Background: an optimization exercise with open tools, aiming at small area, a short achievable clock period and few clock cycles. Do not read the settings as production practice. No functional check of the RTL was part of any run shown here.

==> flow/design.v, too long to show whole: its modules and the start of the top module <==
// module seq_multi: 1276 lines
module seq_multi #(
    parameter WIDTH = 32
)
(
    input wire logic clk,
    input wire logic rst,
    input wire logic start,
    input wire logic [WIDTH - 1:0] multiplier,
    input wire logic [WIDTH - 1:0] multiplicand,
    output logic busy,
    output logic [(WIDTH * 2) - 1:0] product
);
  // ...
==> flow/flow/run.sh <==
#!/bin/bash
# The standard layout, with the port buffers made of buf_1 cells instead of the
# delay-buffer cells buffer_ports picks by default.
set -euo pipefail
export BUFFER_PORTS_ARGS="-buffer_cell sky130_fd_sc_hd__buf_1"
bash standard.sh finish > standard.log 2>&1
==> flow/standard.sh <==
#!/bin/bash
# synth_recipe.tcl (not shown) runs the flow's synth.tcl, then flattens the netlist and writes it again
# the make line also repeats each setting of config.mk as NAME=value (left out here)
make -C /OpenROAD-flow-scripts/flow DESIGN_CONFIG=/design/flow/config.mk WORK_HOME=/design/flow/orfs CLKGATE_MAP_FILE= SYNTH_SCRIPT=/design/flow/synth_recipe.tcl "${@:-finish}"
==> flow/config.mk <==
export PLATFORM = sky130hd
export DESIGN_NAME = seq_multi
export DESIGN_NICKNAME = seq_multi
export VERILOG_FILES = /design/flow/design.v
export SDC_FILE = /design/flow/constraint.sdc
export NUM_CORES = 4
export LEC_CHECK = 0
export CAP_MARGIN = 20
export CORE_MARGIN = 2
export CORE_UTILIZATION = 60
export SETUP_SLACK_MARGIN = 0.5
export SLEW_MARGIN = 20
==> flow/constraint.sdc <==
create_clock -name core_clock -period 5.0 [get_ports {clk}]
set_input_delay 1.0000 -clock core_clock [delete_from_list [all_inputs] [get_ports {clk}]]
set_output_delay 1.0000 -clock core_clock [all_outputs]
set_load 0.01 [all_outputs]
==> run_results.csv, run 1 <==
group,metric,value,unit
layout,seq_cells,180,
synthesis,yosys_register_bits,180,
hold_path,hold_depth,1,
synthesis,syn_area,0.02197,sq mm
synthesis,synth_top_cell_area_share,26.51,%
synthesis,synthArstFlopShare,0,%
grt,gr-usage-met2,60.71,%
critical_path,endpoint,"product[54]",
critical_path,r2r_start,"bq",
die,tap_cells,468,
critical_path,path_cells,"ha_1, and4_1, and2_2, nand2b_4, a2111o_1, a21o_1, a31o_4, a31oi_4, a21oi_2, xnor2_2, buf_6, buf_6",
sta,slew_viol_final,0,
drt,route.detailed.drc,0,
critical_path,critPathKind,"reg -> out",
sta,hold_violations,0,
die,start_util,60.45,%
placed_design,gp_congestion,1.026,
die,rows,70,
grt,met1_usage,64.88,%
layout,mostFrequentLayoutCells,"inv_1 (319), o22ai_1 (278), fa_1 (273)",
layout,clkbuf_count,20,
layout,area_growth,15.79,%
placed_design,numPortBuffers,131,
sta,clock_skew,15.26,ps
hold_path,min_path_type,"reg -> reg",
synthesis,synth_cell_type_count,81,
layout,sh_seq_area,14.21,%
clock_tree,cts_setup_buffers,14,
layout,nets,3070,
sta,timing.final.crit_share,92.34,%
layout,area_share_nonclk_buffers,9.363,%
synthesis,yosysTopAreaCell,"fa_1",
layout,multi_input_area,0.01701,sq mm
drt,via_count,20150,
outcome,status,"timing/DRC/antenna clean",
grt,antenna_found_initial,4,
synthesis,synth_edf_count,0,
critical_path,rr_endpoint,"s[14]",
critical_path,rrSetupSlack,630,ps
grt,met3_usage,15.22,%
drt,firstDrtPassIters,6,
==> inputs of run 2 (changes only) <==
--- a/flow/design.v
+++ b/flow/design.v
@@ -61,18 +61,17 @@
     wire [32:0] pp6 = (({33{on[6]}} & ms2[33:1]) | ({33{tw[6]}} & ms2[32:0])) ^ {33{ng[6]}};
     wire [32:0] pp7 = (({33{on[7]}} & ms2[33:1]) | ({33{tw[7]}} & ms2[32:0])) ^ {33{ng[7]}};
     wire [32:0] pp8 = (({33{on[8]}} & ms2[33:1]) | ({33{tw[8]}} & ms2[32:0])) ^ {33{ng[8]}};
     wire [47:0] corr = {q[31] ? m : 32'd0, 1'b0, q[31], 14'd0};
     wire [47:0] xr = s[63:16] ^ c[63:16] ^ corr;
     wire [48:0] yr = {(s[63:16] & c[63:16]) | (s[63:16] & corr) | (c[63:16] & corr), 1'b0};
     wire [47:0] xb = {48{bx}} & xr;
     wire [48:0] yb = {49{bx}} & yr;
-    wire [16:0] lo;
-    wire cy = lo[16];
+    wire cy;                   
     wire [63:0] ha_p = s ^ c;
     wire [63:0] ha_g = s & c;
     wire ha_gg0 = ha_g[1] | (ha_p[1] & ha_g[0]);
     wire ha_gg1 = ha_g[3] | (ha_p[3] & ha_g[2]);
     wire ha_pp1 = ha_p[3] & ha_p[2];
     wire ha_gg2 = ha_g[5] | (ha_p[5] & ha_g[4]);
     wire ha_pp2 = ha_p[5] & ha_p[4];
     wire ha_gg3 = ha_g[7] | (ha_p[7] & ha_g[6]);
@@ -387,56 +386,17 @@
     wire ha_gg185 = ha_gg153 | (ha_pp153 & ha_gg143);
     wire ha_gg186 = ha_gg154 | (ha_pp154 & ha_gg143);
     wire ha_gg187 = ha_gg155 | (ha_pp155 & ha_gg143);
     wire ha_gg188 = ha_gg156 | (ha_pp156 & ha_gg143);
     wire ha_gg189 = ha_gg157 | (ha_pp157 & ha_gg143);
     wire ha_gg190 = ha_gg158 | (ha_pp158 & ha_gg143);
     wire ha_gg191 = ha_gg159 | (ha_pp159 & ha_gg143);
     assign psum = {ha_p[63] ^ ha_gg190, ha_p[62] ^ ha_gg189, ha_p[61] ^ ha_gg188, ha_p[60] ^ ha_gg187, ha_p[59] ^ ha_gg186, ha_p[58] ^ ha_gg185, ha_p[57] ^ ha_gg184, ha_p[56] ^ ha_gg183, ha_p[55] ^ ha_gg182, ha_p[54] ^ ha_gg181, ha_p[53] ^ ha_gg180, ha_p[52] ^ ha_gg179, ha_p[51] ^ ha_gg178, ha_p[50] ^ ha_gg177, ha_p[49] ^ ha_gg176, ha_p[48] ^ ha_gg175, ha_p[47] ^ ha_gg174, ha_p[46] ^ ha_gg173, ha_p[45] ^ ha_gg172, ha_p[44] ^ ha_gg171, ha_p[43] ^ ha_gg170, ha_p[42] ^ ha_gg169, ha_p[41] ^ ha_gg168, ha_p[40] ^ ha_gg167, ha_p[39] ^ ha_gg166, ha_p[38] ^ ha_gg165, ha_p[37] ^ ha_gg164, ha_p[36] ^ ha_gg163, ha_p[35] ^ ha_gg162, ha_p[34] ^ ha_gg161, ha_p[33] ^ ha_gg160, ha_p[32] ^ ha_gg143, ha_p[31] ^ ha_gg142, ha_p[30] ^ ha_gg141, ha_p[29] ^ ha_gg140, ha_p[28] ^ ha_gg139, ha_p[27] ^ ha_gg138, ha_p[26] ^ ha_gg137, ha_p[25] ^ ha_gg136, ha_p[24] ^ ha_gg135, ha_p[23] ^ ha_gg134, ha_p[22] ^ ha_gg133, ha_p[21] ^ ha_gg132, ha_p[20] ^ ha_gg131, ha_p[19] ^ ha_gg130, ha_p[18] ^ ha_gg129, ha_p[17] ^ ha_gg128, ha_p[16] ^ ha_gg103, ha_p[15] ^ ha_gg102, ha_p[14] ^ ha_gg101, ha_p[13] ^ ha_gg100, ha_p[12] ^ ha_gg99, ha_p[11] ^ ha_gg98, ha_p[10] ^ ha_gg97, ha_p[9] ^ ha_gg96, ha_p[8] ^ ha_gg67, ha_p[7] ^ ha_gg66, ha_p[6] ^ ha_gg65, ha_p[5] ^ ha_gg64, ha_p[4] ^ ha_gg33, ha_p[3] ^ ha_gg32, ha_p[2] ^ ha_gg0, ha_p[1] ^ ha_g[0], ha_p[0]};
-    wire [15:0] la_p = s[15:0] ^ c[15:0];
-    wire [15:0] la_g = s[15:0] & c[15:0];
-    wire la_gg0 = la_g[1] | (la_p[1] & la_g[0]);
-    wire la_gg1 = la_g[3] | (la_p[3] & la_g[2]);
-    wire la_pp1 = la_p[3] & la_p[2];
-    wire la_gg2 = la_g[5] | (la_p[5] & la_g[4]);
-    wire la_pp2 = la_p[5] & la_p[4];
-    wire la_gg3 = la_g[7] | (la_p[7] & la_g[6]);
-    wire la_pp3 = la_p[7] & la_p[6];
-    wire la_gg4 = la_g[9] | (la_p[9] & la_g[8]);
-    wire la_pp4 = la_p[9] & la_p[8];
-    wire la_gg5 = la_g[11] | (la_p[11] & la_g[10]);
-    wire la_pp5 = la_p[11] & la_p[10];
-    wire la_gg6 = la_g[13] | (la_p[13] & la_g[12]);
-    wire la_pp6 = la_p[13] & la_p[12];
-    wire la_gg7 = la_g[15] | (la_p[15] & la_g[14]);
-    wire la_pp7 = la_p[15] & la_p[14];
-    wire la_gg8 = la_gg1 | (la_pp1 & la_gg0);
-    wire la_gg9 = la_gg3 | (la_pp3 & la_gg2);
-    wire la_pp9 = la_pp3 & la_pp2;
-    wire la_gg10 = la_gg5 | (la_pp5 & la_gg4);
-    wire la_pp10 = la_pp5 & la_pp4;
-    wire la_gg11 = la_gg7 | (la_pp7 & la_gg6);
-    wire la_pp11 = la_pp7 & la_pp6;
-    wire la_gg12 = la_gg9 | (la_pp9 & la_gg8);
-    wire la_gg13 = la_gg11 | (la_pp11 & la_gg10);
-    wire la_pp13 = la_pp11 & la_pp10;
-    wire la_gg14 = la_gg13 | (la_pp13 & la_gg12);
-    wire la_gg15 = la_gg10 | (la_pp10 & la_gg12);
-    wire la_gg16 = la_gg2 | (la_pp2 & la_gg8);
-    wire la_gg17 = la_gg4 | (la_pp4 & la_gg12);
-    wire la_gg18 = la_gg6 | (la_pp6 & la_gg15);
-    wire la_gg19 = la_g[2] | (la_p[2] & la_gg0);
-    wire la_gg20 = la_g[4] | (la_p[4] & la_gg8);
-    wire la_gg21 = la_g[6] | (la_p[6] & la_gg16);
-    wire la_gg22 = la_g[8] | (la_p[8] & la_gg12);
-    wire la_gg23 = la_g[10] | (la_p[10] & la_gg17);
-    wire la_gg24 = la_g[12] | (la_p[12] & la_gg15);
-    wire la_gg25 = la_g[14] | (la_p[14] & la_gg18);
-    assign lo = {la_gg14, la_p[15] ^ la_gg25, la_p[14] ^ la_gg18, la_p[13] ^ la_gg24, la_p[12] ^ la_gg15, la_p[11] ^ la_gg23, la_p[10] ^ la_gg17, la_p[9] ^ la_gg22, la_p[8] ^ la_gg12, la_p[7] ^ la_gg21, la_p[6] ^ la_gg16, la_p[5] ^ la_gg20, la_p[4] ^ la_gg8, la_p[3] ^ la_gg19, la_p[2] ^ la_gg0, la_p[1] ^ la_g[0], la_p[0]};
+    assign cy = ha_gg103;
     wire hs0, hc0;
     wire hs1, hc1;
     wire hs2, hc2;
     wire hs3, hc3;
     wire fs0, fc0;
     wire hs4, hc4;
     wire fs1, fc1;
     wire hs5, hc5;
@@ -1254,23 +1214,25 @@
     wire [63:0] ts = {1'b1, 1'b1, 1'b1, 1'b1, 1'b1, 1'b1, 1'b1, 1'b1, 1'b1, 1'b1, 1'b1, 1'b1, 1'b1, 1'b1, ~ng[8], fs251, fs250, fc248, fs248, fs247, fs246, fc244, fc243, fc242, fc241, fc240, fc239, fc238, fc237, fc236, fc235, fc234, fc233, fc232, fc231, fc230, fc229, fc228, fc227, fc226, fc225, fc224, fc223, fc222, fc221, fc220, fc219, fc218, fc217, fc216, fc215, fc214, fc213, fc212, fc211, fc210, fc209, fc208, fc207, fc206, fc205, fc204, hc20, pp0[0] | xb[0]};
     wire [63:0] tc = {1'b0, 1'b0, 1'b0, 1'b0, 1'b0, 1'b0, 1'b0, 1'b0, 1'b0, 1'b0, 1'b0, 1'b0, 1'b0, 1'b0, fc251, fc250, fc249, fs249, fc247, fc246, fc245, fs245, fs244, fs243, fs242, fs241, fs240, fs239, fs238, fs237, fs236, fs235, fs234, fs233, fs232, fs231, fs230, fs229, fs228, fs227, fs226, fs225, fs224, fs223, fs222, fs221, fs220, fs219, fs218, fs217, fs216, fs215, fs214, fs213, fs212, fs211, fs210, fs209, fs208, fs207, fs206, fs205, fs204, hs20};
     always_ff @(posedge clk) begin
         busy <= ~rst & accept & need_b;
         bm <= ~rst & start & ~bm & need_b;
         bq <= ~rst & start & ~bq & need_b;
         bx <= ~rst & start & ~bx & need_b;
         bd <= ~rst & start & ~bd & need_b;
-        m <= multiplicand;
-        q <= multiplier[31:17];
-        n8 <= multiplier[17];
+        if (~bm) begin
+            m <= multiplicand;
+            q <= multiplier[31:17];
+            n8 <= multiplier[17];
+        end
         if (start & ~bd) begin
             s <= ts;
             c <= tc;
         end else if (bd) begin
-            s <= {ts[47:0], lo[15:0]};
+            s <= {ts[47:0], product[15:0]};
             c <= {tc[47:0], 16'd0};
         end else begin
             s <= product;
             c <= 64'd0;
         end
     end
 endmodule
==> flow/config.mk (replaced) <==
export PLATFORM = sky130hd
export DESIGN_NAME = seq_multi
export DESIGN_NICKNAME = seq_multi
export VERILOG_FILES = /design/flow/design.v
export SDC_FILE = /design/flow/constraint.sdc
export NUM_CORES = 4
export LEC_CHECK = 0
export CAP_MARGIN = 20
export CORE_MARGIN = 2
export CORE_UTILIZATION = 55
export SETUP_SLACK_MARGIN = 0.5
export SLEW_MARGIN = 20
==> run 2 against run 1 <==
Sequential cell count unchanged. Hold slack improved by 21 ps. Routed wire length is 2.4% higher. Register-to-register slack lost 60 ps. Synthesized cell count rose by 0.40%. Critical path type unchanged. Largest cell class unchanged.
==> run_results.csv, run 2 <==
group,metric,value,unit
clock_tree,tritoncts,"built",
synthesis,syn_area,0.02166,sq mm
critical_path,crit_path_end_kind,"output pin",
synthesis,synth_top_cells_by_count,"inv_1 (338), fa_1 (287), o22ai_1 (282)",
synthesis,ys_seq_area_share,17.33,%
grt,grt_start_max_net_pins,65,
layout,mostFrequentLayoutCells,"inv_1 (337), o22ai_1 (280), fa_1 (275)",
drt,viasPerCell,6.342,
placed_design,numPortBuffers,131,
drt,drt_iter0_drc,2606,
synthesis,yosysTopAreaCell,"fa_1",
sta,slew_viol_final,0,
clock_tree,cts_root_buf,"clkbuf_16",
clock_tree,cts.sinks,180,
synthesis,synthArstFlopShare,0,%
outcome,status,"timing/DRC/antenna clean",
critical_path,worstPathMaxFanout,5,
clock_tree,numCtsBuffers,17,
layout,nets,3098,
drt,route.detailed.drc,0,
synthesis,synth_top_cell_area_share,26.53,%
synthesis,synth_ff_type,"dfxtp_1",
hold_path,hold_start,"busy",
sta,max_freq,216.5,MHz
hold_path,min_path_type,"reg -> reg",
synthesis,synth_most_common_cell,"inv_1",
critical_path,start_kind,"flop",
clock_tree,cts_buffer_depth,2,
critical_path,r2r_start,"q[31]",
layout,area_growth,16.86,%
sta,rsz0062_at_grt,"yes",
clock_tree,cts_hold_buf,0,
die,die_w,202.4,um
grt,track_usage,42.68,%
layout,diodes,0,
clock_tree,clk_latency,490,ps
drt,via_count,20220,
clock_tree,clkSlewWorstSetupHoldPaths,80,ps
die,start_util,55.91,%
grt,antenna_found_initial,0,
die,io_pins,132,
die,rows,72,
synthesis,synthTopCellsByArea,"fa_1 (27%), dfxtp_1 (15%), xnor2_1 (9.9%)",
critical_path,rr_endpoint,"c[17]",
drt,ant_nets,0,
critical_path,cp.arrival,3620,ps
sta,fin_crit,4619,ps
sta,clock_skew,13.76,ps
grt,grt_pass1_wl,127.8,mm
hold_path,hold_depth,1,
sta,layout_setup_ws,380.6,ps
synthesis,synthCells,2490,
die,die_area,0.04098,sq mm
synthesis,syn_nets,2929,
job,maxCapViolations,0,
sta,timing.final.crit_share,92.39,%
hold_path,min_to,"busy",
placed_design,gp_congestion,1.056,
sta,hold_violations,0,
critical_path,critPathKind,"reg -> out",
clock_tree,h-tree-depth,4,
drt,wl_per_cell,27.19,um
placed_design,pre_cts_slack,-163.2,ps
drt,firstDrtPassIters,10,
layout,final_common_cell,"inv_1",
grt,overflow,0,
critical_path,rrSetupSlack,570,ps
synthesis,synth_warnings,1,
placed_design,dp_hpwl,67.08,mm
synthesis,synth_edf_count,15,
die,core_area,0.03874,sq mm
critical_path,reg2reg_depth,12,
critical_path,critPathRequiredTime,4000,ps
grt,grt_pass1_vias,19340,
synthesis,syn_area_per_cell,8.698,sq um
sta,worst_pin_slew,976.1,ps
drt,drt_wl_total,86.70,mm
die,fp.dieH,202.4,um
synthesis,synth_cell_type_count,61,
sta,slew_headroom,34.77,%
layout,reg_top3,"c x64, s x64, m x32",
synthesis,yosys_register_bits,180,
sta,setup_viol,0,
layout,final_core_util,65.33,%
layout,drive_gt1_share,14.64,%
-- run 2: layout make-up --
type / count / area (sq um)
repair buffers: 326 / 2465
fillers: 3308 / 13430
inverters: 346 / 1299
clock buffers: 18 / 429.2
well taps: 518 / 648.1
flip-flops and latches: 180 / 3764
clock inverters: 13 / 140.1
multi-input cells: 1788 / 16560
-- run 2: logic make-up (layout without fill, tap and decap cells) --
| group | count (synthesis) | in the layout | share of synthesized area [%] |
|---|---|---|---|
| compound gates | 631 | 631 | 18.20 |
| buf+inv | 522 | 703 | 9.047 |
| simple gates | 406 | 406 | 8.383 |
| fa+ha+maj | 372 | 372 | 31.44 |
| xor+xnor | 332 | 332 | 13.43 |
| flops | 180 | 180 | 17.33 |
| mux | 47 | 47 | 2.172 |
-- run 2: what timing repair did --
| action | in CTS | in global routing |
|---|---|---|
| setup endpoints to repair | 42 | 101 |
| setup buffers | 31 | 20 |
| pin swaps | 29 | 41 |
| resized for setup | 52 | 95 |
-- run 2: routing by layer --
layer	track usage (%)	vias up	wire length, um
met4	16.48	0	4029
met2	58.02	1528	34600
met3	13.64	207	12630
met1	62.68	9881	35440
met5	0	-	0
li1	-	8608	-
-- run 2: how the worst max path moves through the flow --
| stage | to | startpoint | slack (ps) | depth (start not counted) |
|---|---|---|---|---|
| 2_1_floorplan | s[36] | multiplier[13] | 470 | 15 |
| 3_3_place_gp | s[37] | multiplier[17] | -160 | 16 |
| 3_5_place_dp | s[37] | multiplier[17] | -160 | 16 |
| 4_1_cts | product[60] | s[0] | 330 | 15 |
| 5_1_grt | product[58] | c[30] | 280 | 11 |
| 6_report | product[60] | s[25] | 380 | 13 |
-- run 2: stage by stage --
stage	std cells	setup TNS, ps	hold WS, ps	area, sq um
after floorplan	2490	0	442.8	21710
after global placement	3107	-178.7	400.6	23820
after detailed placement	3107	-324.6	403.4	23820
after CTS	3169	0	422.3	24840
after global routing	3189	0	448.2	25310
final	3189	0	420.9	25310
-- run 2: critical path: stages (launching register included) --
cell and delay [ps]:
dfxtp_1 350, ha_1 380, a21oi_1 80, o21ai_0 440, inv_1 110, o221ai_2 440, nor2_4 140, o31ai_4 360
buf_6 170, a31oi_4 90, nor2b_2 150, nor3_2 60, a211oi_1 180, buf_2 170

## what the ideal ports hide
In the flow no input, the clock included, has a driving cell. The finished layouts below were timed again as built, in two steps.
Step 1, drivers: a clkbuf_16 drives clk and a buf_2 each remaining input, both assumed.
Step 2, shift: input delay + t, output delay - t, t = (earliest + latest rising clock arrival at the registers) / 2. This alone moves slack from input paths to output paths.
a / b / c = no drivers / after step 1 / after step 2; a / b = the first two.
| run | t, ns | slack for setup (ns) | pins driven straight from the clock port |
|---|---|---|---|
| run 1 | 0.524 | 0.383 / 0.324 / 0.025 | 1 |
| run 2 | 0.546 | 0.381 / 0.322 / 0.089 | 1 |
After both steps setup and hold are still met in every run listed. For run 1, which loses most, drivers alone change the setup slack by -0.059 ns; drivers and shift together by -0.358 ns.
